This is an optimization exercise on Yosys and OpenROAD, whose aim is small area, a short achievable clock period and few clock cycles, not a production implementation.
Function was checked by simulation only, so behaviour that the tests miss may differ from the original.
Power is estimated from default activity; no workload was simulated.

==> flow/design.v (outline; a module is shown in full before it is edited, if it fits) <==
// module Banco_reg: 24 lines
// module Instr_Reg: 24 lines
// module RegDesloc: 31 lines
// module Registrador: 14 lines
// module Shifterleft26to28: 6 lines
// module Shifterleft32: 6 lines
// module controle: 1552 lines
// module divider: 90 lines
// module load_unit: 7 lines
// module logic_extend1to32: 4 lines
// module logic_extend8to32: 4 lines
// module multiplier: 61 lines
// module mux2to1_32b: 8 lines
// module mux3to1_32b: 10 lines
// module mux3to1_5b: 10 lines
// module mux4to1_32b: 12 lines
// module mux4to1_5b: 12 lines
// module mux6to1_32b: 16 lines
// module mux8to1_32b: 20 lines
// module sign_extend16to32: 4 lines
// module store_unit: 8 lines
// module ula32: 56 lines
// module cpu: 345 lines
// module fadd: 28 lines
// module fadd2: 30 lines
module cpu (
  input  wire        clk,
  input  wire        reset,
  output wire [31:0] mem_addr,
  output wire        mem_we,
  output wire [31:0] mem_wdata,
  input  wire [31:0] mem_rdata
);
  // ...
==> flow/flow/run.sh <==
#!/bin/bash
# The standard layout, except that the port buffers are buf_4 cells instead of the
# slow delay buffers buffer_ports picks by default. All of make's output goes to
# standard.log.
set -euo pipefail
bash standard.sh 'BUFFER_PORTS_ARGS=-buffer_cell sky130_fd_sc_hd__buf_4' finish > standard.log 2>&1
==> flow/standard.sh <==
#!/bin/bash
# synth_recipe.tcl (not shown) runs the flow's synth.tcl, then flattens the netlist and writes it again
# the make line also repeats each setting of config.mk as NAME=value (left out here)
make -C /OpenROAD-flow-scripts/flow DESIGN_CONFIG=/design/flow/config.mk WORK_HOME=/design/flow/orfs CLKGATE_MAP_FILE= SYNTH_SCRIPT=/design/flow/synth_recipe.tcl "${@:-finish}"
==> flow/config.mk <==
export PLATFORM = sky130hd
export DESIGN_NAME = cpu
export DESIGN_NICKNAME = cpu
export VERILOG_FILES = /design/flow/design.v
export SDC_FILE = /design/flow/constraint.sdc
export NUM_CORES = 4
export LEC_CHECK = 0
export CAP_MARGIN = 20
export CELL_PAD_IN_SITES_DETAIL_PLACEMENT = 1
export CORE_MARGIN = 2
export CORE_UTILIZATION = 30
export PLACE_DENSITY = 0.4
export SLEW_MARGIN = 20
==> flow/constraint.sdc <==
create_clock -name core_clock -period 15.0 [get_ports {clk}]
set_input_delay 3.0000 -clock core_clock [delete_from_list [all_inputs] [get_ports {clk}]]
set_output_delay 3.0000 -clock core_clock [all_outputs]
set_load 0.01 [all_outputs]
==> qor.csv, run 1 <==
stage,metric,value,unit
status,status,finished clean,
layout,Syn-to-layout area delta,13.0,%
grt,busiest grt layer,met2,
worst_setup_path,R2R Path Start,e_ir[29],
worst_setup_path,"delay-heaviest family, CP",buffers and inverters,
timing,Fin Setup TNS,0,ps
worst_setup_path,critical-path cell list,ha_1 -> nor4_1 -> nand2_1 -> nor4_1 -> buf_4 -> mux2_2 -> buf_4 -> nand2_1 -> nand2_1 -> nor2_1 -> a21oi_1 -> nor2_1 -> a21oi_1 -> buf_4,
yosys,Synth area leaders,"dfxtp_1, edfxtp_1, a211oi_1, nor2_1, a22oi_1",
hold_path,Tightest Hold Check Type,flip-flop to flip-flop,
yosys,Yosys top cell area share,0.233,
grt,number of global-route vias before repair,96300,
timing,hold slack final,479,ps
detailed_routing,DR pass1 iterations,8,
yosys,Synth Area in Compound Gates,0.300,
layout,max reg flops,1024,
layout,design area,103000,µm²
pwr,Clk pwr share,0.171,
placement,Final Wtd Congestion,0.995,
worst_setup_path,CP Capture Point,mem_addr[1],
yosys,combinational family with the most area after synthesis,compound AO/OA/AOI/OAI gates,
hold_path,worst hold path startpoint,R[10].q[15],
worst_setup_path,R2R depth,17,
placement,placed cell area,96600,µm²
timing,Final min period,8180,ps
pwr,Comb group,17700,µW
clock_tree,CTS resizes,0,
yosys,Mapped Cells,10900,
detailed_routing,max layer used,met5,
pwr,total chip power,27600,µW
worst_setup_path,WS Path Type,flip-flop to primary output,
detailed_routing,Antenna Nets Post-Route,0,
grt,met2 Use GR,0.553,
pwr,sequential share of power,0.187,
yosys,Synth area leader,dfxtp_1,
worst_setup_path,Crit. End Element,primary output,
clock_tree,TritonCTS clock tree,built,
layout,buffer share of cell area,0.0363,
yosys,xor/xnor share of the synthesized area,0.0419,
yosys,mux contribution to synthesized area,0.0249,
clock_tree,CTS sink cnt,1408,
yosys,Unique masters post-synth,118,
worst_setup_path,"Buf+Inv Stages, Crit Path",3,
yosys,synthesized flop and latch total,1408,
Testbench counts, summed over its fixed seeds: cycles 54,565.
==> module cpu, before the edit <==
module cpu (
  input  wire        clk,
  input  wire        reset,
  output wire [31:0] mem_addr,
  output wire        mem_we,
  output wire [31:0] mem_wdata,
  input  wire [31:0] mem_rdata
);
  integer k;
  reg        clr;           
  reg [31:0] fpc;           
  reg        fv;            
  reg        dh;            
  reg [31:0] d_ir, d_pc;
  reg        ev;            
  reg [31:0] e_ir, e_pc, A, B;
  reg        e_memop;       
  reg [1:0]  est;           
  reg [1:0]  xst;           
  reg [1:0]  xvec;
  reg [31:0] EPC;
  reg        busq, eaq, weq;    
  wire       st_wr = weq;
  reg        md_busy, md_div, md_mul, md_pb, negq, negr;
  reg [3:0]  md_cnt;
  reg [34:0] P;             
  wire [31:0] hi_v, lo_v;
  reg [31:0] LO;
  reg [32:0] M;
  wire [31:0] rfq [0:31];
  wire        rf_we;
  wire [4:0]  rf_wa;
  wire [31:0] wd;
  genvar g;
  generate
    for (g = 0; g < 32; g = g + 1) begin : R
      reg [31:0] q;
      always @(posedge clk)
        if (clr)
          q <= (g == 29) ? 32'd227 : 32'd0;
        else if (rf_we && rf_wa == g)
          q <= wd;
      assign rfq[g] = q;
    end
  endgenerate
  wire [31:0] id_ir = dh ? d_ir : mem_rdata;
  wire        id_v  = dh | fv;
  wire [4:0]  id_rs = id_ir[25:21];
  wire [4:0]  id_rt = id_ir[20:16];
  wire [5:0]  id_op = id_ir[31:26];
  wire [5:0]  id_fn = id_ir[5:0];
  wire id_j   = id_op == 6'h02;
  wire id_jal = id_op == 6'h03;
  wire id_brk = id_op == 6'h00 && id_fn == 6'h0D;
  wire id_rte = id_op == 6'h00 && id_fn == 6'h13;
  wire id_divm = id_op == 6'h00 && id_fn == 6'h05;
  wire id_sw   = id_op == 6'h2B;
  wire id_memop = id_op == 6'h23 || id_op == 6'h21 || id_op == 6'h20 || id_op == 6'h2B ||
                  id_op == 6'h29 || id_op == 6'h28 || id_op == 6'h01 ||
                  (id_op == 6'h00 && id_fn == 6'h05);
  wire [31:0] d_pc4;
  fadd #(30, 5) u_dpc4 (.a(d_pc[31:2]), .b(30'd1), .ci(1'b0), .s(d_pc4[31:2]));
  assign d_pc4[1:0] = d_pc[1:0];
  wire [31:0] id_target = {d_pc4[31:28], id_ir[25:0], 2'b00};
  reg [31:0] rs_rf, rt_rf;
  always @* begin
    rs_rf = 32'd0;
    rt_rf = 32'd0;
    for (k = 0; k < 32; k = k + 1) begin
      rs_rf = rs_rf | (rfq[k] & {32{id_rs == k}});
      rt_rf = rt_rf | (rfq[k] & {32{id_rt == k}});
    end
  end
  wire [5:0] op = e_ir[31:26];
  wire [5:0] fn = e_ir[5:0];
  wire r0 = op == 6'h00;
  wire x_add  = r0 && fn == 6'h20;
  wire x_sub  = r0 && fn == 6'h22;
  wire x_and  = r0 && fn == 6'h24;
  wire x_slt  = r0 && fn == 6'h2A;
  wire x_sll  = r0 && fn == 6'h00;
  wire x_srl  = r0 && fn == 6'h02;
  wire x_sra  = r0 && fn == 6'h03;
  wire x_sllv = r0 && fn == 6'h04;
  wire x_srav = r0 && fn == 6'h07;
  wire x_mfhi = r0 && fn == 6'h10;
  wire x_mflo = r0 && fn == 6'h12;
  wire x_mult = r0 && fn == 6'h18;
  wire x_div  = r0 && fn == 6'h1A;
  wire x_divm = r0 && fn == 6'h05;
  wire x_jr   = r0 && fn == 6'h08;
  wire x_brk  = r0 && fn == 6'h0D;
  wire x_rte  = r0 && fn == 6'h13;
  wire x_addi  = op == 6'h08;
  wire x_addiu = op == 6'h09;
  wire x_slti  = op == 6'h0A;
  wire x_lui   = op == 6'h0F;
  wire x_beq = op == 6'h04;
  wire x_bne = op == 6'h05;
  wire x_ble = op == 6'h06;
  wire x_bgt = op == 6'h07;
  wire x_lw = op == 6'h23;
  wire x_lh = op == 6'h21;
  wire x_lb = op == 6'h20;
  wire x_sw = op == 6'h2B;
  wire x_sh = op == 6'h29;
  wire x_sb = op == 6'h28;
  wire x_addm = op == 6'h01;
  wire x_j    = op == 6'h02;
  wire x_jal  = op == 6'h03;
  wire x_load  = x_lw | x_lh | x_lb;
  wire x_shsb  = x_sh | x_sb;
  wire x_br    = x_beq | x_bne | x_ble | x_bgt;
  wire x_shift = x_sll | x_srl | x_sra | x_sllv | x_srav;
  wire x_known = x_add | x_sub | x_and | x_slt | x_shift | x_mfhi | x_mflo | x_mult |
                 x_div | x_divm | x_jr | x_brk | x_rte | x_addi | x_addiu | x_slti |
                 x_lui | x_br | x_load | x_sw | x_shsb | x_addm | x_j | x_jal;
  wire [31:0] imm = {{16{e_ir[15]}}, e_ir[15:0]};
  wire        sub_op  = x_sub | x_slt | x_slti | x_br;
  wire        use_imm = x_addi | x_addiu | x_slti;
  wire [31:0] yv  = use_imm ? imm : B;
  wire [31:0] yx  = yv ^ {32{sub_op}};
  wire [31:0] sum;
  fadd #(32, 5) u_alu (.a(A), .b(yx), .ci(sub_op), .s(sum));
  wire        ovf = (A[31] == yx[31]) && (sum[31] != A[31]);
  wire        lt  = sum[31] ^ ovf;
  wire        eq  = A == B;
  wire        sh_var  = x_sllv | x_srav;
  wire        sh_left = x_sll | x_sllv;
  wire        sh_ar   = x_sra | x_srav;
  wire [31:0] sh_in   = sh_var ? A : B;
  wire [4:0]  sh_amt  = sh_var ? B[4:0] : e_ir[10:6];
  reg  [31:0] sh_inr, sh_outr;
  always @* for (k = 0; k < 32; k = k + 1) sh_inr[k] = sh_left ? sh_in[31-k] : sh_in[k];
  wire [32:0] sh_ext  = {sh_ar & sh_inr[31], sh_inr};
  wire [32:0] sh_y    = $signed(sh_ext) >>> sh_amt;
  always @* for (k = 0; k < 32; k = k + 1) sh_outr[k] = sh_left ? sh_y[31-k] : sh_y[k];
  wire [31:0] e_pc4;
  fadd #(30, 5) u_epc4 (.a(e_pc[31:2]), .b(30'd1), .ci(1'b0), .s(e_pc4[31:2]));
  assign e_pc4[1:0] = e_pc[1:0];
  reg [31:0] alu_res;
  always @* begin
    if (x_and)                alu_res = A & B;
    else if (x_slt | x_slti)  alu_res = {31'd0, lt};
    else if (x_shift)         alu_res = sh_outr;
    else if (x_lui)           alu_res = {e_ir[15:0], 16'd0};
    else if (x_mfhi)          alu_res = hi_v;
    else if (x_mflo)          alu_res = lo_v;
    else if (x_jal)           alu_res = e_pc4;
    else                      alu_res = sum;
  end
  wire [31:0] ld = x_lw ? mem_rdata :
                   x_lh ? {16'd0, mem_rdata[15:0]} : {24'd0, mem_rdata[7:0]};
  assign wd = x_load ? ld : alu_res;
  wire md_free = ~md_busy;
  wire bz = B == 32'd0;
  reg  ex_fin;
  always @* begin
    if (x_load)                      ex_fin = est == 2'd1;
    else if (x_addm | x_shsb)        ex_fin = est == 2'd2;
    else if (x_divm)                 ex_fin = (est == 2'd3) & (md_free | bz);
    else if (x_div)                  ex_fin = md_free | bz;
    else if (x_mult | x_mfhi | x_mflo) ex_fin = md_free;
    else                             ex_fin = 1'b1;
  end
  wire ex_done = (xst == 2'd0) & (~ev | ex_fin);
  wire est_inc = ev & ~ex_fin & (x_load | x_addm | x_shsb | x_divm) & (est != 2'd3);
  wire wr_rd  = x_add | x_sub | x_and | x_slt | x_shift | x_mfhi | x_mflo;
  wire wr_any = wr_rd | x_addi | x_addiu | x_slti | x_lui | x_jal | x_load | x_addm;
  wire ovf_chk = x_add | x_sub | x_addi;
  assign rf_wa = wr_rd ? e_ir[15:11] : x_jal ? 5'd31 : e_ir[20:16];
  assign rf_we = ev & wr_any & ex_fin & ~(ovf_chk & ovf);
  wire   byp   = ev & wr_any;
  wire exc_ovf = ev & ovf_chk & ovf;
  wire exc_dz  = ev & (x_div | (x_divm & est == 2'd3)) & bz;
  wire exc_ud  = ev & ~x_known;
  wire exc     = exc_ovf | exc_dz | exc_ud;
  wire [11:0] ea;
  fadd #(12, 4) u_ea (.a(A[11:0]), .b(e_ir[11:0]), .ci(1'b0), .s(ea));
  wire [11:0] smc_d = d_pc[11:0] - ea;
  wire smc = st_wr & id_v & ((smc_d[11:2] == 10'd0) | ((smc_d[11:2] == 10'h3FF) & (smc_d[1:0] != 2'd0)));
  wire taken = (x_beq & eq) | (x_bne & ~eq) | (x_ble & (lt | eq)) | (x_bgt & ~(lt | eq));
  wire [31:0] bt, bt4;    
  fadd2 #(30, 5) u_bt (.a(e_pc4[31:2]), .b(imm[29:0]), .s(bt[31:2]), .s1(bt4[31:2]));
  assign bt[1:0]  = e_pc4[1:0];
  assign bt4[1:0] = e_pc4[1:0];
  wire ex_redirect = exc | (xst == 2'd2) | (ev & x_br & taken) | (ev & (x_jr | x_brk | x_rte)) | smc;
  wire [31:0] ex_target = (xst == 2'd2) ? {24'd0, mem_rdata[7:0]} :
                          x_jr ? A : x_brk ? e_pc : x_rte ? EPC : smc ? d_pc : bt;
  wire bus_ex = busq;
  wire [11:0] ex_a = (xst == 2'd1) ? {4'd0, 6'b111111, xvec} : (est == 2'd0) ? A[11:0] : B[11:0];
  reg        e_beq, e_bne;           
  reg [11:0] e_bt12;                 
  wire        fast_br = (e_beq & eq) | (e_bne & ~eq);
  wire [11:0] fast_a  = e_bt12;
  wire [31:0] fast_t  = bt;
  wire [31:0] fast_t4 = bt4;
  wire [9:0]  id_bt;
  fadd #(10, 4) u_idbt (.a(d_pc[11:2]), .b(id_ir[9:0]), .ci(1'b1), .s(id_bt));
  assign mem_addr  = {20'd0, eaq ? ea : bus_ex ? ex_a : fast_br ? fast_a : fpc[11:0]};
  assign mem_we    = weq;
  assign mem_wdata = B;
  wire id_stall    = id_v & ~ex_done;
  wire ld_ex       = id_v & ex_done;
  wire id_go       = ld_ex & ~ex_redirect;
  wire id_jmp      = id_v & ex_done & (id_j | id_jal);    
  wire id_redirect = id_jmp & ~ex_redirect;
  wire fetch_ok    = ~bus_ex & ~ex_redirect & ~id_redirect & ~id_stall;
  wire [31:0] rsv = (byp && rf_wa == id_rs) ? wd : rs_rf;
  wire [31:0] rtv = (byp && rf_wa == id_rt) ? wd : rt_rf;
  wire [31:0] fpc4;
  fadd #(30, 5) u_fpc4 (.a(fpc[31:2]), .b(30'd1), .ci(1'b0), .s(fpc4[31:2]));
  assign fpc4[1:0] = fpc[1:0];
  wire [31:0] merged = x_sh ? {mem_rdata[31:16], B[15:0]} : {mem_rdata[31:8], B[7:0]};
  always @(posedge clk or posedge reset) begin
    if (reset) begin
      clr <= 1'b1;
      busq <= 1'b0;
      e_beq <= 1'b0;
      e_bne <= 1'b0;
      eaq  <= 1'b0;
      weq  <= 1'b0;
      fpc <= 32'd0;
      fv  <= 1'b0;
      dh  <= 1'b0;
      ev  <= 1'b0;
      est <= 2'd0;
      xst <= 2'd0;
      EPC <= 32'd0;
    end else begin
      clr <= 1'b0;
      e_beq <= id_go & (id_op == 6'h04);
      e_bne <= id_go & (id_op == 6'h05);
      busq <= (id_go & id_memop) | (ev & est == 2'd0 & x_divm) | (ev & est == 2'd1 & x_shsb) | exc;
      eaq  <= (id_go & id_memop & ~id_divm) | (ev & est == 2'd1 & x_shsb);
      weq  <= (id_go & id_sw) | (ev & est == 2'd1 & x_shsb);
      fv  <= fetch_ok | fast_br;
      dh  <= id_stall & ~ex_redirect;
      if (ex_done) ev <= id_go;
      if (id_redirect)      fpc <= id_target;
      else if (ex_redirect) fpc <= fast_br ? fast_t4 : ex_target;
      else if (~bus_ex & ~id_stall) fpc <= fpc4;
      if (ld_ex)        est <= 2'd0;
      else if (est_inc) est <= est + 2'd1;
      if (exc) begin
        xst <= 2'd1;
        EPC <= e_pc;
      end else if (xst == 2'd1) xst <= 2'd2;
      else if (xst == 2'd2) xst <= 2'd0;
    end
  end
  always @(posedge clk) begin
    if (~bus_ex & ~id_stall) d_pc <= fast_br ? fast_t : fpc;
    if (~dh) d_ir <= mem_rdata;
    if (exc) xvec <= exc_ud ? 2'b01 : exc_ovf ? 2'b10 : 2'b11;
    if (ld_ex) begin
      e_ir <= id_ir;
      e_pc <= d_pc;
      e_memop <= id_memop;
      e_bt12  <= {id_bt, d_pc[1:0]};
    end
    if (ld_ex) A <= rsv;
    else if (ev & est == 2'd1 & (x_divm | x_addm)) A <= mem_rdata;
    if (ld_ex) B <= rtv;
    else if (ev & est == 2'd2 & x_divm) B <= mem_rdata;
    else if (ev & est == 2'd1 & x_shsb) B <= merged;
  end
  wire md_start = ev & md_free & (x_mult | ((x_div | (x_divm & est == 2'd3)) & ~bz));
  wire [31:0] negA, negB;
  fadd #(32, 5) u_nega (.a(~A), .b(32'd0), .ci(1'b1), .s(negA));
  fadd #(32, 5) u_negb (.a(~B), .b(32'd0), .ci(1'b1), .s(negB));
  wire [31:0] absA = A[31] ? negA : A;
  wire [31:0] absB = B[31] ? negB : B;
  wire last = md_div ? (md_cnt == 4'd15) : (md_cnt == 4'd7);
  wire [33:0] nM  = ~{1'b0, M};
  wire [32:0] dx1 = {P[31:0], LO[31]};
  wire [32:0] dx2b = {P[30:0], LO[31], LO[30]};
  wire [33:0] ds1, ds2a, ds2b;
  fadd #(34, 6) u_d1  (.a({1'b0, dx1}), .b(nM), .ci(1'b1), .s(ds1));
  wire        dq1 = ~ds1[33];
  wire [32:0] dx2a = {ds1[31:0], LO[30]};
  fadd #(34, 6) u_d2a (.a({1'b0, dx2a}), .b(nM), .ci(1'b1), .s(ds2a));
  fadd #(34, 6) u_d2b (.a({1'b0, dx2b}), .b(nM), .ci(1'b1), .s(ds2b));
  wire        dq2 = dq1 ? ~ds2a[33] : ~ds2b[33];
  wire [31:0] dP  = dq1 ? (dq2 ? ds2a[31:0] : dx2a[31:0]) : (dq2 ? ds2b[31:0] : dx2b[31:0]);
  wire [31:0] dL  = {LO[29:0], dq1, dq2};
  function [36:0] bsel;    
    input [2:0]  bb;
    input [32:0] m;
    begin
      case (bb)
        3'b001, 3'b010: bsel = {{4{m[32]}}, m};
        3'b011:         bsel = {{3{m[32]}}, m, 1'b0};
        3'b100:         bsel = ~{{3{m[32]}}, m, 1'b0};
        3'b101, 3'b110: bsel = ~{{4{m[32]}}, m};
        default:        bsel = 37'd0;
      endcase
    end
  endfunction
  wire        ng1 = LO[1] & ~(LO[0] & md_pb);
  wire        ng2 = LO[3] & ~(LO[2] & LO[1]);
  wire [36:0] my1 = bsel({LO[1:0], md_pb}, M);
  wire [36:0] my2 = bsel(LO[3:1], M);
  wire [36:0] my2s = {my2[34:0], ng2, ng2};
  wire [36:0] mp  = {{2{P[34]}}, P};
  wire [36:0] cs_s = mp ^ my1 ^ my2s;
  wire [36:0] cs_c = {(mp[35:0] & my1[35:0]) | (mp[35:0] & my2s[35:0]) | (my1[35:0] & my2s[35:0]), ng1};
  wire [36:0] mt;
  fadd #(37, 6) u_m (.a(cs_s), .b(cs_c), .ci(ng2), .s(mt));
  wire [31:0] negP, negL;
  fadd #(32, 5) u_negp (.a(~P[31:0]), .b(32'd0), .ci(1'b1), .s(negP));
  fadd #(32, 5) u_negl (.a(~LO), .b(32'd0), .ci(1'b1), .s(negL));
  assign hi_v = md_mul ? ((P[31:0] == 32'hFFFFFFFF) ? 32'd0 : P[31:0]) : (negr ? negP : P[31:0]);
  assign lo_v = (~md_mul & negq) ? negL : LO;
  always @(posedge clk or posedge reset) begin
    if (reset) begin
      md_busy <= 1'b0;
      md_mul  <= 1'b1;
      P  <= 35'd0;
      LO <= 32'd0;
    end else if (md_start) begin
      md_busy <= 1'b1;
      md_mul  <= x_mult;
      P  <= 35'd0;
      LO <= x_mult ? A : absA;
    end else if (md_busy) begin
      P  <= md_div ? {3'b000, dP} : {{2{mt[36]}}, mt[36:4]};
      LO <= md_div ? dL : {mt[3:0], LO[31:4]};
      if (last) md_busy <= 1'b0;
    end
  end
  always @(posedge clk) begin
    if (md_start) begin
      md_cnt <= 4'd0;
      md_div <= ~x_mult;
      md_pb  <= 1'b0;
      M      <= x_mult ? {B[31] & (|B[30:0]), B} : {1'b0, absB};
      negq   <= A[31] ^ B[31];
      negr   <= A[31];
    end else if (md_busy) begin
      md_cnt <= md_cnt + 4'd1;
      md_pb  <= LO[3];
    end
  end
endmodule
==> run 2: changes to the inputs <==
--- a/flow/design.v
+++ b/flow/design.v
@@ -2037,6 +2037,25 @@
   wire id_memop = id_op == 6'h23 || id_op == 6'h21 || id_op == 6'h20 || id_op == 6'h2B ||
                   id_op == 6'h29 || id_op == 6'h28 || id_op == 6'h01 ||
                   (id_op == 6'h00 && id_fn == 6'h05);
+  wire id_r0 = id_op == 6'h00;
+  wire idf_add = id_r0 && id_fn == 6'h20, idf_sub = id_r0 && id_fn == 6'h22;
+  wire idf_and = id_r0 && id_fn == 6'h24, idf_slt = id_r0 && id_fn == 6'h2A;
+  wire idf_sll = id_r0 && id_fn == 6'h00, idf_srl = id_r0 && id_fn == 6'h02;
+  wire idf_sra = id_r0 && id_fn == 6'h03, idf_sllv = id_r0 && id_fn == 6'h04;
+  wire idf_srav = id_r0 && id_fn == 6'h07;
+  wire idf_mfhi = id_r0 && id_fn == 6'h10, idf_mflo = id_r0 && id_fn == 6'h12;
+  wire ido_addi = id_op == 6'h08, ido_addiu = id_op == 6'h09, ido_slti = id_op == 6'h0A;
+  wire ido_lui = id_op == 6'h0F, ido_br = id_op[5:2] == 4'b0001;
+  wire ido_load = id_op == 6'h23 || id_op == 6'h21 || id_op == 6'h20;
+  wire ido_addm = id_op == 6'h01;
+  wire id_shift = idf_sll | idf_srl | idf_sra | idf_sllv | idf_srav;
+  wire id_wrd   = idf_add | idf_sub | idf_and | idf_slt | id_shift | idf_mfhi | idf_mflo;
+  wire id_wr    = id_wrd | ido_addi | ido_addiu | ido_slti | ido_lui | id_jal | ido_load | ido_addm;
+  wire [4:0] id_wa = id_wrd ? id_ir[15:11] : id_jal ? 5'd31 : id_ir[20:16];
+  reg        e_sub, e_uimm, e_ovf, e_wr, e_ld;
+  reg [4:0]  e_wa;
+  reg        e_sand, e_sslt, e_ssh, e_slui, e_shi, e_slo, e_sjal, e_ssum;
+  reg        e_shv, e_shl, e_sha;
   wire [31:0] d_pc4;
   fadd #(30, 5) u_dpc4 (.a(d_pc[31:2]), .b(30'd1), .ci(1'b0), .s(d_pc4[31:2]));
   assign d_pc4[1:0] = d_pc[1:0];
@@ -2095,8 +2114,8 @@
                  x_div | x_divm | x_jr | x_brk | x_rte | x_addi | x_addiu | x_slti |
                  x_lui | x_br | x_load | x_sw | x_shsb | x_addm | x_j | x_jal;
   wire [31:0] imm = {{16{e_ir[15]}}, e_ir[15:0]};
-  wire        sub_op  = x_sub | x_slt | x_slti | x_br;
-  wire        use_imm = x_addi | x_addiu | x_slti;
+  wire        sub_op  = e_sub;
+  wire        use_imm = e_uimm;
   wire [31:0] yv  = use_imm ? imm : B;
   wire [31:0] yx  = yv ^ {32{sub_op}};
   wire [31:0] sum;
@@ -2104,9 +2123,9 @@
   wire        ovf = (A[31] == yx[31]) && (sum[31] != A[31]);
   wire        lt  = sum[31] ^ ovf;
   wire        eq  = A == B;
-  wire        sh_var  = x_sllv | x_srav;
-  wire        sh_left = x_sll | x_sllv;
-  wire        sh_ar   = x_sra | x_srav;
+  wire        sh_var  = e_shv;
+  wire        sh_left = e_shl;
+  wire        sh_ar   = e_sha;
   wire [31:0] sh_in   = sh_var ? A : B;
   wire [4:0]  sh_amt  = sh_var ? B[4:0] : e_ir[10:6];
   reg  [31:0] sh_inr, sh_outr;
@@ -2117,20 +2136,13 @@
   wire [31:0] e_pc4;
   fadd #(30, 5) u_epc4 (.a(e_pc[31:2]), .b(30'd1), .ci(1'b0), .s(e_pc4[31:2]));
   assign e_pc4[1:0] = e_pc[1:0];
-  reg [31:0] alu_res;
-  always @* begin
-    if (x_and)                alu_res = A & B;
-    else if (x_slt | x_slti)  alu_res = {31'd0, lt};
-    else if (x_shift)         alu_res = sh_outr;
-    else if (x_lui)           alu_res = {e_ir[15:0], 16'd0};
-    else if (x_mfhi)          alu_res = hi_v;
-    else if (x_mflo)          alu_res = lo_v;
-    else if (x_jal)           alu_res = e_pc4;
-    else                      alu_res = sum;
-  end
+  wire [31:0] alu_res = ({32{e_sand}} & (A & B)) | {31'd0, e_sslt & lt} |
+                        ({32{e_ssh}} & sh_outr) | ({32{e_slui}} & {e_ir[15:0], 16'd0}) |
+                        ({32{e_shi}} & hi_v) | ({32{e_slo}} & lo_v) |
+                        ({32{e_sjal}} & e_pc4) | ({32{e_ssum}} & sum);
   wire [31:0] ld = x_lw ? mem_rdata :
                    x_lh ? {16'd0, mem_rdata[15:0]} : {24'd0, mem_rdata[7:0]};
-  assign wd = x_load ? ld : alu_res;
+  assign wd = e_ld ? ld : alu_res;
   wire md_free = ~md_busy;
   wire bz = B == 32'd0;
   reg  ex_fin;
@@ -2144,10 +2156,9 @@
   end
   wire ex_done = (xst == 2'd0) & (~ev | ex_fin);
   wire est_inc = ev & ~ex_fin & (x_load | x_addm | x_shsb | x_divm) & (est != 2'd3);
-  wire wr_rd  = x_add | x_sub | x_and | x_slt | x_shift | x_mfhi | x_mflo;
-  wire wr_any = wr_rd | x_addi | x_addiu | x_slti | x_lui | x_jal | x_load | x_addm;
-  wire ovf_chk = x_add | x_sub | x_addi;
-  assign rf_wa = wr_rd ? e_ir[15:11] : x_jal ? 5'd31 : e_ir[20:16];
+  wire wr_any = e_wr;
+  wire ovf_chk = e_ovf;
+  assign rf_wa = e_wa;
   assign rf_we = ev & wr_any & ex_fin & ~(ovf_chk & ovf);
   wire   byp   = ev & wr_any;
   wire exc_ovf = ev & ovf_chk & ovf;
@@ -2176,7 +2187,10 @@
   wire [31:0] fast_t4 = bt4;
   wire [9:0]  id_bt;
   fadd #(10, 4) u_idbt (.a(d_pc[11:2]), .b(id_ir[9:0]), .ci(1'b1), .s(id_bt));
-  assign mem_addr  = {20'd0, eaq ? ea : bus_ex ? ex_a : fast_br ? fast_a : fpc[11:0]};
+  wire [11:0] base_a = bus_ex ? ex_a : fpc[11:0];
+  wire [11:0] a_eq   = e_beq ? fast_a : base_a;
+  wire [11:0] a_ne   = e_bne ? fast_a : base_a;
+  assign mem_addr  = {20'd0, eaq ? ea : eq ? a_eq : a_ne};
   assign mem_we    = weq;
   assign mem_wdata = B;
   wire id_stall    = id_v & ~ex_done;
@@ -2237,6 +2251,23 @@
       e_pc <= d_pc;
       e_memop <= id_memop;
       e_bt12  <= {id_bt, d_pc[1:0]};
+      e_sub   <= idf_sub | idf_slt | ido_slti | ido_br;
+      e_uimm  <= ido_addi | ido_addiu | ido_slti;
+      e_ovf   <= idf_add | idf_sub | ido_addi;
+      e_wr    <= id_wr;
+      e_wa    <= id_wa;
+      e_ld    <= ido_load;
+      e_sand  <= idf_and;
+      e_sslt  <= idf_slt | ido_slti;
+      e_ssh   <= id_shift;
+      e_slui  <= ido_lui;
+      e_shi   <= idf_mfhi;
+      e_slo   <= idf_mflo;
+      e_sjal  <= id_jal;
+      e_ssum  <= ~(idf_and | idf_slt | ido_slti | id_shift | ido_lui | idf_mfhi | idf_mflo | id_jal);
+      e_shv   <= idf_sllv | idf_srav;
+      e_shl   <= idf_sll | idf_sllv;
+      e_sha   <= idf_sra | idf_srav;
     end
     if (ld_ex) A <= rsv;
     else if (ev & est == 2'd1 & (x_divm | x_addm)) A <= mem_rdata;
==> flow/flow/run.sh (replaced) <==
#!/bin/bash
# The standard layout, except that:
#  - the port buffers are buf_4 cells instead of the slow delay buffers buffer_ports
#    picks by default;
#  - global routing keeps more met1/met2 capacity free (flow/fastroute.tcl);
#  - repair_timing is asked for 8 ns of setup slack on the worst 20% of endpoints,
#    so that it sizes and buffers the longest paths (same constraints, more effort).
# All of make's output goes to standard.log.
set -euo pipefail
here=$(pwd)
bash standard.sh 'BUFFER_PORTS_ARGS=-buffer_cell sky130_fd_sc_hd__buf_4' \
  "FASTROUTE_TCL=$here/flow/fastroute.tcl" SETUP_SLACK_MARGIN=8 TNS_END_PERCENT=20 \
  finish > standard.log 2>&1
==> flow/flow/fastroute.tcl (new file) <==
# Global-routing capacity: keep more of met1/met2 free for pin access, so that the
# detailed router has fewer shorts to clean up.
set_global_routing_layer_adjustment met1 0.5
set_global_routing_layer_adjustment met2 0.3
set_global_routing_layer_adjustment met3-$::env(MAX_ROUTING_LAYER) 0.15

set_routing_layers -clock $::env(MIN_CLK_ROUTING_LAYER)-$::env(MAX_ROUTING_LAYER)
set_routing_layers -signal $::env(MIN_ROUTING_LAYER)-$::env(MAX_ROUTING_LAYER)
--- a/flow/config.mk
+++ b/flow/config.mk
@@ -8,6 +8,6 @@
 export CAP_MARGIN = 20
 export CELL_PAD_IN_SITES_DETAIL_PLACEMENT = 1
 export CORE_MARGIN = 2
-export CORE_UTILIZATION = 30
-export PLACE_DENSITY = 0.4
+export CORE_UTILIZATION = 35
+export PLACE_DENSITY = 0.45
 export SLEW_MARGIN = 20
==> run 2 against run 1 <==
Net effect:
- still clean
- fmax rose by 13%
- critical path depth fell by 3
- synthesized area down 3.0%
- design area is 3.2% lower
- worst hold slack got worse by 5.5 ps
- sequential cell count grew 16
- via count fell by 3.9%
- sequential share of layout area up 1.5 points
- register-to-register slack better by 1200 ps
- highest routed layer unchanged
==> qor.csv, run 2 <==
stage,metric,value,unit,change
timing,Slew HR,0.0543,,
layout,Largest regs,"R.q: 1024 flops, M: 33 flops, P: 33 flops",,
yosys,Yosys top cell area share,0.240,,+0.00716
grt,grt ovf,0,,
detailed_routing,DR pass1 iterations,8,,unchanged
clock_tree,Worst-path clk slew,60,ps,
placement,Final Wtd Congestion,1.03,,+3.7%
worst_setup_path,CP startpoint kind,input port,,
timing,hold slack final,473,ps,-5.49 ps
detailed_routing,Via density,6.75,,
placement,number of buffers added on ports,78,,
yosys,Unique masters post-synth,100,,-15%
die,die height,507,µm,
layout,"most common cell after layout, fill and taps aside",nand2_1,,
pwr,Clk pwr share,0.172,,about the same
layout,Largest Register,R.q,,
die,num rows,184,,
clock_tree,clk root buf,clkbuf_16,,
timing,Setup-failing EPs final,0,,
clock_tree,H-tree levels,4,,
placement,hpwl dp,354000,µm,
pwr,PD cells,253,nW/µm²,
worst_setup_path,CP max stage cell,nor2_4,,
yosys,mux contribution to synthesized area,0.0535,,+0.0286
placement,DP Worst Slack,7450,ps,
clock_tree,Worst-Skew Late Latency,890,ps,
timing,Fin Setup TNS,0,ps,unchanged
clock_tree,hold buffers post-CTS,0,,
clock_tree,CTS buffer count,166,,
yosys,Adder-Cell Fraction of Synth Area,0.0577,,
yosys,"Avg Cell Area, Syn",8.23,µm²,
layout,Reg area,31400,µm²,
clock_tree,CTS sink cnt,1424,,+1.1%
yosys,Mapped Cells,10700,,-1.9%
yosys,Most used DFF post-synth,dfxtp_1,,
detailed_routing,drc violations,0,,
layout,ratio of cells with drive above 1 in the final layout,0.108,,
flow_run,Max Cap Violations,0,,
yosys,Post-synth EDFFs,219,,
timing,Final Cycle Share,0.483,,
die,Die W,507,µm,
yosys,"Async S/R FF share, synth",0.101,,
detailed_routing,met3 routed WL,85400,µm,
layout,Nets,10800,,
die,I/O pin count,99,,
worst_setup_path,Worst Path Max Fanout,19,,
pwr,peak supply drop,0.000162,V,
layout,"commonest cells after routing, fill and taps aside","nand2_1, dfxtp_1, a21oi_1",,
detailed_routing,met2 routed WL,227000,µm,
detailed_routing,max layer used,met5,,
detailed_routing,via count,94600,,
die,Initial Util,0.352,,
timing,worst-margin pin slew,1410,ps,
status,status,finished clean,,
worst_setup_path,"delay-heaviest family, CP",simple AND/OR/NAND/NOR gates,,
detailed_routing,wire per inst,40.4,µm,
yosys,Post-Synth Simple-Gate Area,0.179,,
yosys,Synth area leaders,"dfxtp_1, nand2_1, edfxtp_1, a21oi_1, a22oi_1",,
grt,GRT Overall Usage,0.510,,
detailed_routing,final wirelength,567000,µm,
layout,fill cell count,29300,,
yosys,"count leader, synth",nand2_1,,
worst_setup_path,WS Path Type,input port to flip-flop,,
layout,Syn-to-layout area delta,12.8,%,
yosys,Netlist Area Pre-Place,88400,µm²,
grt,largest net degree at the start of global routing,105,,
layout,max reg flops,1024,,unchanged
yosys,Synth area leader,dfxtp_1,,
pwr,Gate power share,0.616,,
clock_tree,CTS max path bufs,3,,
layout,area occupied by multi-input gates,53400,µm²,
pwr,internal power,11900,µW,
yosys,synthesized flop and latch total,1424,,+1.1%
yosys,synth cell count leaders,"nand2_1, dfxtp_1, a21oi_1",,
die,DIE AREA,257000,µm²,
worst_setup_path,Worst EP required,15680,ps,
clock_tree,TritonCTS clock tree,built,,
worst_setup_path,Crit. End Element,flip-flop,,
pwr,leak pwr,0.0362,µW,
detailed_routing,Initial DRC Count,6812,,
timing,Final Skew,100,ps,
timing,RSZ-0062 raised after global routing,yes,,
worst_setup_path,Critical Path AT,7920,ps,
pwr,net switching power,13400,µW,
timing,max-slew violation count,0,,
timing,maximum clock rate,0.138,GHz,
grt,initial antenna violation count,80,,
detailed_routing,Antenna Nets Post-Route,0,,unchanged
yosys,sequential share of the synthesized area,0.355,,
yosys,combinational family with the most area after synthesis,compound AO/OA/AOI/OAI gates,,
worst_setup_path,"Largest stage delay, worst path",1100,ps,
die,core area,251000,µm²,
grt,global-route wire length before repair,779000,µm,
pwr,sequential share of power,0.212,,+0.025
detailed_routing,M1 wire length,195000,µm,
timing,final worst setup slack,7760,ps,
yosys,Synth Area in Compound Gates,0.256,,-0.0436
yosys,Synth Warn #,1,,
timing,Final min period,7240,ps,-938 ps
worst_setup_path,critical-path cell list,buf_4 -> mux2i_1 -> nand2_1 -> nor2_4 -> buf_4 -> a22oi_1 -> nand4_1 -> nor3_1 -> a31oi_1 -> o21ai_0 -> nand2_1,,
grt,number of global-route vias before repair,97400,,+1.2%
worst_setup_path,"Buf+Inv Stages, Crit Path",2,,-1
hold_path,Tightest Hold Check Type,flip-flop to flip-flop,,
timing,Final Hold Viols,0,,
pwr,Switching Share,0.530,,
yosys,xor/xnor share of the synthesized area,0.0423,,+0.000394
==> run 2: cell count changes after synthesis, sizes merged, moves of 45 or more <==
cell / previous run / this run
a211oi: 842 / 288
a21oi: 614 / 956
a22o: 302 / 256
a22oi: 507 / 554
buf: 363 / 189
clkbuf: 674 / 757
mux2i: 136 / 281
nand2: 926 / 1769
nand2b: 127 / 34
nor2: 1295 / 757
nor3: 175 / 130
nor4: 98 / 53
o211ai: 130 / 58
o22ai: 77 / 31
==> run 2: kinds of logic (layout without fill, tap and decap cells) <==
group | count (synthesis) | in the layout
multiplexers | 417 | 418
AND/OR/NAND/NOR | 3513 | 3513
other | 1 | 116
adder cells (fa/ha/maj) | 362 | 362
flip-flops | 1424 | 1424
AO/OA/AOI/OAI | 3365 | 3365
buffers and inverters | 1234 | 1051
XOR/XNOR | 425 | 425
==> run 2: worst register-to-register path, cell delays in order (launching register included) <==
cell and delay, ps:
edfxtp_1 370, buf_4 260, inv_1 250, ha_1 220, nor3b_2 370, nand4b_1 540
nor4_2 1150, a31oi_1 280, nor4_1 940, nor2_1 390, buf_4 310, inv_2 340
buf_4 560, nand4_1 200, xor2_1 160, nor2_1 50, a211oi_1 230, a21oi_1 70
==> run 2: layer usage <==
metal,vias to the layer above,global-route usage
met1,46500,0.646
met4,73,0.395
met2,6622,0.670
met3,2665,0.331
met5,-,0.0706
li1,38700,-
==> run 2: area by class of cell <==
type,instances,area share
Clock inverter,72,0.00929
Antenna cell,95,0.00238
Inverter,288,0.0109
Tap cell,3348,0.0420
Timing Repair Buffer,453,0.0365
Sequential cell,1424,0.315
Multi-Input combinational cell,8104,0.536
Clock buffer,238,0.0480
==> run 2: timing repair <==
item / in CTS / in global routing
pin swaps: 1 / 0
setup endpoints to repair: 404 / 592
resized for setup: 18 / 10
gates cloned: 2 / 0
endpoints found under the hold margin: 0 / 0
setup buffers: 8 / 9
==> run 2: path summary, 6_finish.rpt <==
path,cells past startpoint,slack (ps),end,from
max,11,7760,A[26],mem_rdata[25]
min,2,470,R[25].q[7],R[25].q[7]
max reg2reg,17,8180,fpc[16],B[1]
min reg2reg,2,470,R[25].q[7],R[25].q[7]
max in group asynchronous,3,11470,md_busy,reset
min in group asynchronous,2,2210,EPC[24],reset
==> run 2: power by group through the flow <==
stage          logic [µW]  registers [µW]  clock network (µW)
2_1_floorplan        8900            5200                   0
3_3_place_gp        14500            5440                   0
3_5_place_dp        14800            5460                   0
4_1_cts             15000            5350                4360
5_1_grt             16400            5420                4510
6_report            15600            5360                4350
==> run 2: per-stage QoR <==
step           power, µW  cell area (µm²)  cells  utilization
5_1_grt            26300            99500  14000        0.396
3_3_place_gp       20000            93200  13600        0.371
3_5_place_dp       20300            93300  13600        0.371
4_1_cts            24700            99200  13900        0.395
2_1_floorplan      14100            88500  10800            -
6_report           25300            99700  14000        0.397
Testbench counts of run 2, summed over its fixed seeds: cycles 54,565.
==> run 3: changes to the inputs <==
--- a/flow/design.v
+++ b/flow/design.v
@@ -2179,18 +2179,14 @@
                           x_jr ? A : x_brk ? e_pc : x_rte ? EPC : smc ? d_pc : bt;
   wire bus_ex = busq;
   wire [11:0] ex_a = (xst == 2'd1) ? {4'd0, 6'b111111, xvec} : (est == 2'd0) ? A[11:0] : B[11:0];
-  reg        e_beq, e_bne;           
+  reg        e_pt;                   
   reg [11:0] e_bt12;                 
-  wire        fast_br = (e_beq & eq) | (e_bne & ~eq);
-  wire [11:0] fast_a  = e_bt12;
+  wire        fast_br = e_pt & taken;
   wire [31:0] fast_t  = bt;
   wire [31:0] fast_t4 = bt4;
   wire [9:0]  id_bt;
   fadd #(10, 4) u_idbt (.a(d_pc[11:2]), .b(id_ir[9:0]), .ci(1'b1), .s(id_bt));
-  wire [11:0] base_a = bus_ex ? ex_a : fpc[11:0];
-  wire [11:0] a_eq   = e_beq ? fast_a : base_a;
-  wire [11:0] a_ne   = e_bne ? fast_a : base_a;
-  assign mem_addr  = {20'd0, eaq ? ea : eq ? a_eq : a_ne};
+  assign mem_addr  = {20'd0, eaq ? ea : bus_ex ? ex_a : e_pt ? e_bt12 : fpc[11:0]};
   assign mem_we    = weq;
   assign mem_wdata = B;
   wire id_stall    = id_v & ~ex_done;
@@ -2198,7 +2194,7 @@
   wire id_go       = ld_ex & ~ex_redirect;
   wire id_jmp      = id_v & ex_done & (id_j | id_jal);    
   wire id_redirect = id_jmp & ~ex_redirect;
-  wire fetch_ok    = ~bus_ex & ~ex_redirect & ~id_redirect & ~id_stall;
+  wire fetch_ok    = ~bus_ex & ~e_pt & ~ex_redirect & ~id_redirect & ~id_stall;
   wire [31:0] rsv = (byp && rf_wa == id_rs) ? wd : rs_rf;
   wire [31:0] rtv = (byp && rf_wa == id_rt) ? wd : rt_rf;
   wire [31:0] fpc4;
@@ -2209,8 +2205,7 @@
     if (reset) begin
       clr <= 1'b1;
       busq <= 1'b0;
-      e_beq <= 1'b0;
-      e_bne <= 1'b0;
+      e_pt  <= 1'b0;
       eaq  <= 1'b0;
       weq  <= 1'b0;
       fpc <= 32'd0;
@@ -2222,8 +2217,7 @@
       EPC <= 32'd0;
     end else begin
       clr <= 1'b0;
-      e_beq <= id_go & (id_op == 6'h04);
-      e_bne <= id_go & (id_op == 6'h05);
+      e_pt  <= id_go & ((id_op == 6'h05) | (id_op == 6'h06) | (id_op == 6'h07));
       busq <= (id_go & id_memop) | (ev & est == 2'd0 & x_divm) | (ev & est == 2'd1 & x_shsb) | exc;
       eaq  <= (id_go & id_memop & ~id_divm) | (ev & est == 2'd1 & x_shsb);
       weq  <= (id_go & id_sw) | (ev & est == 2'd1 & x_shsb);
@@ -2232,7 +2226,7 @@
       if (ex_done) ev <= id_go;
       if (id_redirect)      fpc <= id_target;
       else if (ex_redirect) fpc <= fast_br ? fast_t4 : ex_target;
-      else if (~bus_ex & ~id_stall) fpc <= fpc4;
+      else if (~bus_ex & ~e_pt & ~id_stall) fpc <= fpc4;
       if (ld_ex)        est <= 2'd0;
       else if (est_inc) est <= est + 2'd1;
       if (exc) begin
==> run 3 against run 2 <==
Net effect:
- first-iteration DRC count grew 4.4%
- total power is 0.29% lower
- non-clock buffer count fell by 18
- clock power grew 2%
- final cell count rose by 1.1%
- synthesized area about the same
- wire length rose by 2.0%
- clock-buffer cell count grew 23
- die area about the same
- sequential power grew 0.7%
- fmax grew 1.9%
- sequential cell count down 1
==> qor.csv, run 3 <==
stage,metric,value,unit,change
status,status,finished clean,,
detailed_routing,final wirelength,578000,µm,+2.0%
pwr,leak pwr,0.0353,µW,-2.5%
timing,Final Hold Viols,0,,unchanged
die,die height,507,µm,about the same
yosys,"count leader, synth",nand2_1,,
die,I/O pin count,99,,unchanged
grt,largest net degree at the start of global routing,197,,+88%
clock_tree,H-tree levels,4,,unchanged
timing,max-slew violation count,0,,unchanged
grt,number of global-route vias before repair,99400,,+2.0%
placement,number of buffers added on ports,78,,unchanged
clock_tree,CTS buffer count,174,,+4.8%
clock_tree,clk root buf,clkbuf_16,,
worst_setup_path,Worst Path Max Fanout,20,,+1
yosys,"Async S/R FF share, synth",0.100,,-0.000632
die,num rows,184,,unchanged
detailed_routing,DR pass1 iterations,9,,+1
timing,Final Skew,74.5,ps,-25.5 ps
yosys,synth cell count leaders,"nand2_1, a21oi_1, dfxtp_1",,
grt,grt ovf,0,,unchanged
worst_setup_path,WS Path Type,flip-flop to flip-flop,,
detailed_routing,met2 routed WL,227000,µm,about the same
detailed_routing,Antenna Nets Post-Route,0,,unchanged
worst_setup_path,"Largest stage delay, worst path",880,ps,-220 ps
clock_tree,TritonCTS clock tree,built,,
detailed_routing,met3 routed WL,88900,µm,+4.1%
timing,Final min period,7110,ps,-133 ps
detailed_routing,drc violations,0,,unchanged
flow_run,Max Cap Violations,0,,unchanged
layout,Largest regs,"R.q: 1024 flops, M: 33 flops, P: 33 flops",,
hold_path,Tightest Hold Check Type,flip-flop to flip-flop,,
die,core area,251000,µm²,about the same
timing,Final Cycle Share,0.474,,-0.00883
die,Die W,507,µm,about the same
detailed_routing,max layer used,met5,,
yosys,sequential share of the synthesized area,0.355,,-0.000544
timing,worst-margin pin slew,1280,ps,-125 ps
grt,initial antenna violation count,77,,-3.8%
yosys,Post-synth EDFFs,219,,unchanged
yosys,"Avg Cell Area, Syn",8.13,µm²,-1.2%
yosys,synthesized flop and latch total,1423,,-0.070%
layout,Nets,11000,,+1.4%
placement,Final Wtd Congestion,1.02,,-1.5%
detailed_routing,M1 wire length,198000,µm,+1.6%
yosys,Synth Warn #,1,,unchanged
worst_setup_path,Crit. End Element,flip-flop,,
pwr,peak supply drop,0.000203,V,+25%
worst_setup_path,CP startpoint kind,flip-flop,,
yosys,Unique masters post-synth,108,,+8.0%
timing,Fin Setup TNS,0,ps,unchanged
yosys,Synth area leaders,"dfxtp_1, nand2_1, edfxtp_1, a21oi_1, a22oi_1",,
clock_tree,CTS sink cnt,1423,,-0.070%
detailed_routing,Via density,6.75,,about the same
timing,hold slack final,458,ps,-15.6 ps
grt,global-route wire length before repair,792000,µm,+1.6%
pwr,total chip power,25200,µW,-0.29%
timing,maximum clock rate,0.141,GHz,+1.9%
worst_setup_path,critical-path cell list,buf_4 -> mux2i_1 -> o21ai_0 -> fa_1 -> a211oi_1 -> o21ai_0 -> a31oi_1 -> nor2_1 -> and4_4 -> nor2_4 -> mux2i_1 -> or3b_1 -> nor3_2 -> nand2_2 -> buf_4 -> nand3b_1 -> o21ai_0,,
placement,hpwl dp,362000,µm,+2.2%
yosys,Mapped Cells,10900,,+1.3%
worst_setup_path,Critical Path AT,7820,ps,-100 ps
detailed_routing,Initial DRC Count,7110,,+4.4%
pwr,PD cells,254,nW/µm²,about the same
clock_tree,Worst-Skew Late Latency,890,ps,about the same
timing,Setup-failing EPs final,0,,unchanged
clock_tree,CTS max path bufs,3,,unchanged
timing,Slew HR,0.144,,+0.0899
layout,"commonest cells after routing, fill and taps aside","nand2_1, a21oi_1, dfxtp_1",,
layout,Syn-to-layout area delta,12.3,%,
layout,Largest Register,R.q,,
layout,ratio of cells with drive above 1 in the final layout,0.106,,-0.00224
yosys,Yosys top cell area share,0.240,,about the same
yosys,Netlist Area Pre-Place,88500,µm²,about the same
grt,GRT Overall Usage,0.518,,+0.00882
die,DIE AREA,257000,µm²,about the same
worst_setup_path,CP most frequent cell,o21ai_0,,
detailed_routing,via count,95700,,+1.1%
layout,"most common cell after layout, fill and taps aside",nand2_1,,
layout,max reg flops,1024,,unchanged
yosys,Most used DFF post-synth,dfxtp_1,,
die,Initial Util,0.352,,about the same
timing,RSZ-0062 raised after global routing,yes,,
detailed_routing,wire per inst,40.8,µm,+0.94%
worst_setup_path,CP max stage cell,nand2_2,,
yosys,Synth area leader,dfxtp_1,,
clock_tree,Worst-path clk slew,70,ps,about the same
worst_setup_path,Worst EP required,15710,ps,+30 ps
## run 3: cell count changes after synthesis, moves of 114 or more
cell and delta:
nand2_1 +372, a211oi_1 -129, mux2i_1 -114, a21oi_1 +217, nor2_1 -211, o21ai_1 +170, o21ai_0 -126
## run 3: per-layer routing
layer | track usage | vias to the layer above
li1 | - | 39000
met1 | 0.654 | 46700
met2 | 0.664 | 6915
met3 | 0.342 | 2959
met4 | 0.423 | 99
met5 | 0.0933 | -
## run 3: cells by family after synthesis
logic type,count (synthesis),synth area share
AO/OA/AOI/OAI,3455,0.255
XOR/XNOR,424,0.0421
adder cells (fa/ha/maj),362,0.0576
buffers and inverters,1195,0.0554
flip-flops,1423,0.355
multiplexers,322,0.0427
other,1,0.0000424
AND/OR/NAND/NOR,3700,0.192
## run 3: final timing paths
kind	start	endpoint	slack, ps	cells after the start
worst max-delay path	e_uimm	R[4].q[21]	7890	17
max in group asynchronous	reset	md_busy	10580	4
min in group asynchronous	reset	fpc[28]	2250	2
worst min-delay path	d_pc[31]	e_pc[31]	460	0
worst max register to register	e_uimm	R[4].q[21]	7890	17
worst min register to register	d_pc[31]	e_pc[31]	460	0
## run 3: power by group
group / internal, µW / total, µW / switching, µW / leakage (µW)
combinational: 4690 / 15400 / 10700 / 0.0199
sequential: 4620 / 5400 / 776 / 0.0125
clock: 2530 / 4450 / 1920 / 0.00284
total: 11800 / 25200 / 13400 / 0.0353
## run 3: worst max-delay path, delay by kind of cell (launching register included)
family,cells,cell delay (ps)
mux,2,680
fa+ha+maj,1,510
flops,1,320
compound gates,5,1310
simple gates,7,3030
buf+inv,2,950
## run 3: layout make-up
type / count / area [µm²]
Antenna cell: 89 / 223
Clock buffer: 261 / 5100
Clock inverter: 60 / 734
Fill cell: 29500 / 152000
Inverter: 274 / 1040
Multi-Input combinational cell: 8284 / 53300
Sequential cell: 1423 / 31400
Tap cell: 3348 / 4190
Timing Repair Buffer: 435 / 3430
## run 3: timing repair
action                                  4_1_cts  5_1_grt
endpoints found under the setup margin       15      100
resized for setup                             5       11
pin swaps                                     0        1
buffers inserted                              0        8
hold buffers                                  0        0
## run 3: per-stage QoR
stage | cells | util | setup slack (ps) | instance area, µm²
after CTS | 14100 | 0.393 | 7970 | 98900
after floorplan | 10900 | - | 8170 | 88600
after global placement | 13700 | 0.370 | 7610 | 93000
after global routing | 14100 | 0.395 | 7810 | 99300
final | 14200 | 0.395 | 7890 | 99400
after detailed placement | 13700 | 0.370 | 7760 | 93000
Testbench counts of run 3, summed over its fixed seeds: cycles 54,758.
==> run 4: changes to the inputs <==
==> flow/flow/run.sh (replaced) <==
#!/bin/bash
# The standard layout, except that:
#  - the port buffers are buf_4 cells instead of the slow delay buffers buffer_ports
#    picks by default;
#  - global routing keeps more met1/met2 capacity free (flow/fastroute.tcl);
#  - repair_timing is asked for 9 ns of setup slack on the worst 20% of endpoints,
#    so that it sizes and buffers the longest paths (same constraints, more effort).
# All of make's output goes to standard.log.
set -euo pipefail
here=$(pwd)
bash standard.sh 'BUFFER_PORTS_ARGS=-buffer_cell sky130_fd_sc_hd__buf_4' \
  "FASTROUTE_TCL=$here/flow/fastroute.tcl" SETUP_SLACK_MARGIN=9 TNS_END_PERCENT=20 \
  finish > standard.log 2>&1
==> run 4 against run 3 <==
Net effect:
- synthesized area is the same
- total power increased by 1.5%
- combinational power hardly changed
- fmax rose by 11%
- worst setup slack better by 710 ps
- first-iteration DRC count rose by 2.8%
- utilization is 0.73 points higher
- global-route usage is 0.34 points lower
- die area unchanged
- final cell count grew 0.85%
- clock-buffer cell count down 9
- sequential cell count unchanged
==> qor.csv, run 4 <==
stage,metric,value,unit,change
timing,hold slack final,439,ps,-18.7 ps
hold_path,WHS Path Cells,0,,unchanged
yosys,Synth area leaders,"dfxtp_1, nand2_1, edfxtp_1, a21oi_1, a22oi_1",,
yosys,Synth area leader,dfxtp_1,,
grt,global-route wire length before repair,787000,µm,-0.52%
hold_path,WHS Endpoint,e_pc[23],,
yosys,"Avg Cell Area, Syn",8.13,µm²,unchanged
yosys,"Async S/R FF share, synth",0.100,,unchanged
yosys,synthesized flop and latch total,1423,,unchanged
yosys,Most used DFF post-synth,dfxtp_1,,
timing,Final min period,6400,ps,-710 ps
yosys,Mapped Cells,10900,,unchanged
pwr,leak pwr,0.0362,µW,+2.6%
pwr,Gate power share,0.614,,+0.005
die,Initial Util,0.352,,unchanged
die,Die W,507,µm,unchanged
yosys,Post-synth EDFFs,219,,unchanged
timing,Final Skew,80.7,ps,+6.13 ps
clock_tree,Worst-Skew Late Latency,870,ps,-20 ps
pwr,net switching power,13400,µW,+0.55%
placement,DP Worst Slack,7440,ps,-318 ps
timing,Setup-failing EPs final,0,,unchanged
worst_setup_path,Worst R2R Setup Slack,9120,ps,+1230 ps
status,status,finished clean,,
worst_setup_path,CP startpoint kind,flip-flop,,
timing,final worst setup slack,8600,ps,+710 ps
worst_setup_path,Critical Path AT,3400,ps,-4420 ps
worst_setup_path,R2R Path Start,e_pc[2],,
detailed_routing,Antenna Nets Post-Route,0,,unchanged
placement,Final Wtd Congestion,1.02,,+0.23%
detailed_routing,Via density,6.72,,-0.54%
timing,Fin Setup TNS,0,ps,unchanged
worst_setup_path,WS Path Type,flip-flop to primary output,,
worst_setup_path,CP max stage cell,edfxtp_1,,
yosys,Unique masters post-synth,108,,unchanged
grt,initial antenna violation count,79,,+2.6%
clock_tree,CTS max path bufs,3,,unchanged
timing,max-slew violation count,0,,unchanged
timing,worst-margin pin slew,1270,ps,-16.8 ps
detailed_routing,wire per inst,40.3,µm,-1.3%
pwr,Switching Share,0.525,,-0.00485
layout,Nets,11100,,+1.1%
layout,max reg flops,1024,,unchanged
clock_tree,CTS sink cnt,1423,,unchanged
detailed_routing,via count,96000,,+0.31%
clock_tree,clk root buf,clkbuf_16,,
yosys,"count leader, synth",nand2_1,,
layout,final design utilization,0.403,,+0.00732
layout,Syn-to-layout area delta,14.4,%,
clock_tree,CTS buffer count,175,,+0.57%
detailed_routing,drc violations,0,,unchanged
die,core area,251000,µm²,unchanged
yosys,Synth Warn #,1,,unchanged
timing,Final Hold Viols,0,,unchanged
pwr,internal power,12100,µW,+2.5%
die,DIE AREA,257000,µm²,unchanged
die,I/O pin count,99,,unchanged
yosys,sequential share of the synthesized area,0.355,,unchanged
layout,"most common cell after layout, fill and taps aside",nand2_1,,
detailed_routing,DR pass1 iterations,8,,-1
worst_setup_path,critical-path cell list,ha_2 -> fa_2 -> a211oi_2 -> o21a_1 -> o21bai_4 -> nor2b_2 -> nor2_2 -> fa_2 -> a21oi_2 -> buf_4,,
worst_setup_path,CP most frequent cell,fa_2,,
pwr,PD cells,253,nW/µm²,-0.37%
placement,number of buffers added on ports,78,,unchanged
timing,maximum clock rate,0.156,GHz,+11%
worst_setup_path,Worst Path Max Fanout,3,,-85%
worst_setup_path,"Largest stage delay, worst path",510,ps,-370 ps
timing,Final Cycle Share,0.427,,-0.0473
pwr,peak supply drop,0.000176,V,-13%
worst_setup_path,"Buf+Inv Stages, Crit Path",1,,-1
worst_setup_path,"delay-heaviest family, CP",adder cells,,
worst_setup_path,Worst EP required,12000,ps,-3710 ps
hold_path,Tightest Hold Check Type,flip-flop to flip-flop,,
clock_tree,H-tree levels,4,,unchanged
timing,RSZ-0062 raised after global routing,yes,,
detailed_routing,final wirelength,576000,µm,-0.45%
die,num rows,184,,unchanged
worst_setup_path,Crit. End Element,primary output,,
yosys,Yosys top cell area share,0.240,,unchanged
layout,Largest regs,"R.q: 1024 flops, M: 33 flops, P: 33 flops",,
worst_setup_path,R2R depth,20,,+3
worst_setup_path,Reg-to-Reg End,fpc[24],,
clock_tree,TritonCTS clock tree,built,,
grt,number of global-route vias before repair,99100,,-0.29%
grt,grt ovf,0,,unchanged
yosys,synth cell count leaders,"nand2_1, a21oi_1, dfxtp_1",,
die,die height,507,µm,unchanged
hold_path,worst hold path startpoint,d_pc[23],,
layout,Largest Register,R.q,,
placement,hpwl dp,362000,µm,about the same
detailed_routing,Initial DRC Count,7311,,+2.8%
layout,design area,101000,µm²,+1.9%
layout,ratio of cells with drive above 1 in the final layout,0.124,,+0.0183
timing,Slew HR,0.155,,+0.0112
placement,placed cell area,93100,µm²,+0.14%
grt,largest net degree at the start of global routing,111,,-44%
clock_tree,Worst-path clk slew,70,ps,about the same
yosys,Netlist Area Pre-Place,88500,µm²,unchanged
grt,GRT Overall Usage,0.515,,-0.00342
flow_run,Max Cap Violations,0,,unchanged
layout,"commonest cells after routing, fill and taps aside","nand2_1, a21oi_1, dfxtp_1",,
pwr,sequential share of power,0.210,,-0.004
pwr,Clk pwr share,0.177,,about the same
run 4: changes by cell type in the layout (fill, tap and decap cells not counted), moves of 6 or more:
cell / change
buf_4: +86
xor2_1: -8
xnor2_1: -6
nand2_4: +7
clkbuf_1: -12
o21ai_0: -13
o21ai_1: +10
buf_6: +25
ha_1: -6
run 4: routing by layer:
layer,GRT usage,part of all wire,vias up
li1,-,-,39300
met1,0.649,0.34,47000
met2,0.671,0.40,6816
met3,0.334,0.15,2877
met4,0.409,0.11,83
met5,0.0941,0.0044,-
run 4: final cells by class:
cell class                 count  area (µm²)
antenna                       89         223
clock buffer                 252        5100
clock inverter                70         891
fill                       29500      150000
inverter                     274        1050
multi-input combinational   8287       53800
sequential                  1423       31400
tap                         3348        4190
timing repair buffer         552        4510
run 4: kinds of logic after synthesis:
logic type | synth area share
muxes | 0.0427
DFF | 0.355
adders and majority gates | 0.0576
AOI/OAI and AO/OA | 0.255
buffers and inverters | 0.0554
other | 0.0000424
and+or+nand+nor | 0.192
xor gates and xnor gates | 0.0421
run 4: through the flow:
step | std cells | total power, µW
after detailed placement | 13800 | 20100
after CTS | 14100 | 24800
after global placement | 13800 | 19900
final | 14300 | 25600
after global routing | 14200 | 26600
after floorplan | 10900 | 14100
run 4: power by group through the flow:
stage / Clock [µW] / Sequential [µW] / Combinational [µW]
finish: 4510 / 5360 / 15700
CTS: 4530 / 5330 / 15000
global placement: 0 / 5420 / 14400
floorplan: 0 / 5190 / 8880
global route: 4670 / 5420 / 16500
detailed placement: 0 / 5440 / 14700
run 4: worst max path at each step:
stage                  from          end  slack (ps)  cells past startpoint
2_1_floorplan  mem_rdata[0]   e_bt12[11]        9300                     15
3_3_place_gp           M[0]        P[15]        7450                     27
3_5_place_dp           M[0]        P[15]        7440                     27
4_1_cts                A[0]  mem_addr[8]        8490                     10
5_1_grt                A[0]  mem_addr[8]        8520                     10
6_report               A[0]  mem_addr[8]        8600                     10
run 4: timing repair:
action,4_1_cts,5_1_grt
pin swaps,23,35
gates resized for setup,67,102
buffers inserted,33,69
setup endpoints to repair,682,1069
hold buffers,0,0
cloned,2,5
hold endpoints to repair,0,0
==> run 5: changes to the inputs <==
==> flow/flow/run.sh (replaced) <==
#!/bin/bash
# The standard layout, except that:
#  - the port buffers are buf_4 cells instead of the slow delay buffers buffer_ports
#    picks by default;
#  - global routing keeps more met1/met2 capacity free (flow/fastroute.tcl);
#  - repair_timing is asked for 9.5 ns of setup slack on the worst 20% of endpoints,
#    so that it sizes and buffers the longest paths (same constraints, more effort).
# All of make's output goes to standard.log.
set -euo pipefail
here=$(pwd)
bash standard.sh 'BUFFER_PORTS_ARGS=-buffer_cell sky130_fd_sc_hd__buf_4' \
  "FASTROUTE_TCL=$here/flow/fastroute.tcl" SETUP_SLACK_MARGIN=9.5 TNS_END_PERCENT=20 \
  finish > standard.log 2>&1
==> run 5 against run 4 <==
Net effect:
- register-to-register slack improved by 150 ps
- via count up 0.87%
- clock-buffer cell count unchanged
- fmax is 0.36% lower
- combinational power grew 4%
- design area is 2.6% higher
- synthesized cell count did not move
- sequential share of layout area decreased by 0.78 points
- critical path type unchanged
==> qor.csv, run 5 <==
stage,metric,value,unit,change
status,status,finished clean,,
yosys,synthesized flop and latch total,1423,,unchanged
timing,Slew HR,0.121,,-0.0346
worst_setup_path,Worst EP required,12000,ps,about the same
layout,final design utilization,0.413,,+0.0104
hold_path,worst hold path startpoint,d_pc[23],,
clock_tree,CTS sink cnt,1423,,unchanged
die,I/O pin count,99,,unchanged
layout,Largest Register,R.q,,
pwr,Gate power share,0.623,,+0.009
yosys,"Avg Cell Area, Syn",8.13,µm²,unchanged
timing,Final Skew,83.9,ps,+3.21 ps
layout,fin cells,14400,,+0.77%
clock_tree,H-tree levels,4,,unchanged
yosys,synth cell count leaders,"nand2_1, a21oi_1, dfxtp_1",,
yosys,Netlist Area Pre-Place,88500,µm²,unchanged
pwr,Clk pwr share,0.172,,-0.005
worst_setup_path,Worst R2R Setup Slack,9270,ps,+150 ps
timing,RSZ-0062 raised after global routing,yes,,
timing,maximum clock rate,0.156,GHz,-0.36%
layout,Nets,11200,,+0.96%
pwr,peak supply drop,0.000176,V,-0.15%
clock_tree,CTS buffer count,175,,unchanged
layout,Reg area,31400,µm²,about the same
worst_setup_path,WS Path Type,flip-flop to primary output,,
detailed_routing,Antenna Nets Post-Route,0,,unchanged
timing,worst-margin pin slew,1320,ps,+52.0 ps
timing,max-slew violation count,0,,unchanged
worst_setup_path,critical-path cell list,ha_2 -> fa_2 -> a211oi_2 -> o21a_1 -> o21bai_4 -> nor2b_2 -> nor2_2 -> fa_2 -> a21oi_2 -> buf_4,,
worst_setup_path,CP max stage cell,edfxtp_1,,
yosys,sequential share of the synthesized area,0.355,,unchanged
flow_run,Max Cap Violations,0,,unchanged
clock_tree,CTS max path bufs,3,,unchanged
detailed_routing,final wirelength,582000,µm,+1.0%
worst_setup_path,Critical Path AT,3420,ps,+20 ps
grt,initial antenna violation count,69,,-13%
worst_setup_path,R2R Path Start,e_uimm,,
placement,hpwl dp,362000,µm,unchanged
yosys,Synth Warn #,1,,unchanged
pwr,sequential share of power,0.205,,-0.005
hold_path,Tightest Hold Check Type,flip-flop to flip-flop,,
timing,Final Cycle Share,0.428,,+0.00152
hold_path,WHS Path Cells,0,,unchanged
yosys,Synth area leaders,"dfxtp_1, nand2_1, edfxtp_1, a21oi_1, a22oi_1",,
pwr,PD cells,253,nW/µm²,about the same
die,Initial Util,0.352,,unchanged
clock_tree,TritonCTS clock tree,built,,
grt,met1 usage,0.648,,-0.00129
grt,busiest grt layer,met2,,
detailed_routing,Via density,6.72,,+0.10%
yosys,Synth area leader,dfxtp_1,,
detailed_routing,Initial DRC Count,7178,,-1.8%
pwr,Switching Share,0.525,,-0.000530
yosys,Mapped Cells,10900,,unchanged
timing,Final Hold Viols,0,,unchanged
yosys,Post-synth EDFFs,219,,unchanged
pwr,leak pwr,0.0372,µW,+2.7%
grt,met2 Use GR,0.678,,+0.00676
pwr,net switching power,13800,µW,+2.5%
die,Die W,507,µm,unchanged
layout,max reg flops,1024,,unchanged
worst_setup_path,CP most frequent cell,fa_2,,
clock_tree,Worst-path clk slew,70,ps,about the same
worst_setup_path,R2R depth,19,,-5.0%
worst_setup_path,Reg-to-Reg End,R[31].q[27],,
grt,GRT Overall Usage,0.520,,+0.00459
placement,placed cells,13800,,unchanged
placement,Final Wtd Congestion,1.02,,unchanged
detailed_routing,drc violations,0,,unchanged
clock_tree,clk root buf,clkbuf_16,,
grt,number of global-route vias before repair,99900,,+0.72%
## run 5: cell counts after synthesis
No cell type changed its count.
## run 5: layout make-up
cell class	instances	share of cell area
clock buffer	252	0.0492
sequential	1423	0.303
multi-input combinational	8291	0.528
antenna	92	0.00222
clock inverter	70	0.00858
tap	3348	0.0403
timing repair buffer	655	0.0590
inverter	274	0.0101
## run 5: kinds of logic (layout without fill, tap and decap cells)
logic type      count (synthesis)  count (layout)  share of synthesized area
compound gates               3455            3456                      0.255
other cells                     1             113                  0.0000424
simple gates                 3700            3706                      0.192
mux                           322             322                     0.0427
xor+xnor                      424             424                     0.0421
fa+ha+maj                     362             362                     0.0576
buf+inv                      1195            1251                     0.0554
flops                        1423            1423                      0.355
## run 5: worst max-delay path by stage
stage | startpoint | to | slack [ps]
final | A[0] | mem_addr[8] | 8580
after global routing | A[0] | mem_addr[8] | 8520
after CTS | A[0] | mem_addr[8] | 8490
after global placement | M[0] | P[15] | 7450
after floorplan | mem_rdata[0] | e_bt12[11] | 9300
after detailed placement | M[0] | P[15] | 7440
## run 5: routing by layer
| layer | vias to the layer above | wire length (µm) |
|---|---|---|
| met2 | 6992 | 232000 |
| li1 | 39500 | - |
| met1 | 47200 | 197000 |
| met5 | - | 2970 |
| met4 | 92 | 62000 |
| met3 | 3040 | 87600 |
## run 5: timing repair
action / 4_1_cts / 5_1_grt
hold buffers: 0 / 0
cloned: 12 / 4
gates resized for setup: 246 / 338
setup endpoints to repair: 1234 / 1193
setup buffers: 91 / 108
pin swaps: 83 / 88
## run 5: critical path: cells and delay by family (launching register included)
kind	cells	cell delay (ps)
adder cells (fa/ha/maj)	3	1100
AO/OA/AOI/OAI	4	680
flip-flops	1	520
AND/OR/NAND/NOR	2	160
buffers and inverters	1	140
## run 5: through the flow
step | area (µm²) | hold WS, ps
3_3_place_gp | 93100 | 438
2_1_floorplan | 88600 | 426
4_1_cts | 101000 | 439
3_5_place_dp | 93100 | 464
5_1_grt | 104000 | 461
6_report | 104000 | 444
## run 5: power groups by stage
stage | sequential [µW] | combinational, µW | clock, µW
after detailed placement | 5440 | 14700 | 0
after CTS | 5340 | 15300 | 4530
after global placement | 5420 | 14400 | 0
after global routing | 5440 | 17200 | 4680
after floorplan | 5190 | 8880 | 0
final | 5380 | 16300 | 4510

static timing again, ports no longer ideal:
Ports are ideal in the flow. The routed layouts listed here were re-timed in OpenROAD. Step 1 assumes that a clkbuf_16 drives the clock port and a buf_2 every other input. Step 2 also shifts input and output timing later by t, the mid clock arrival at the registers, as if the neighbouring blocks saw the same clock. Slacks: no drivers / after step 1 / after step 2; pairs: no drivers / after step 1.
run	t (ns)	slack for setup (ns)
run 1	0.962	6.819 / 6.715 / 6.952
run 2	0.941	7.757 / 7.788 / 6.891
run 3	0.950	7.889 / 7.889 / 7.511
run 4	0.944	8.599 / 8.489 / 7.831
run 5	0.932	8.576 / 8.477 / 8.394
After both steps setup and hold are still met in every run listed.
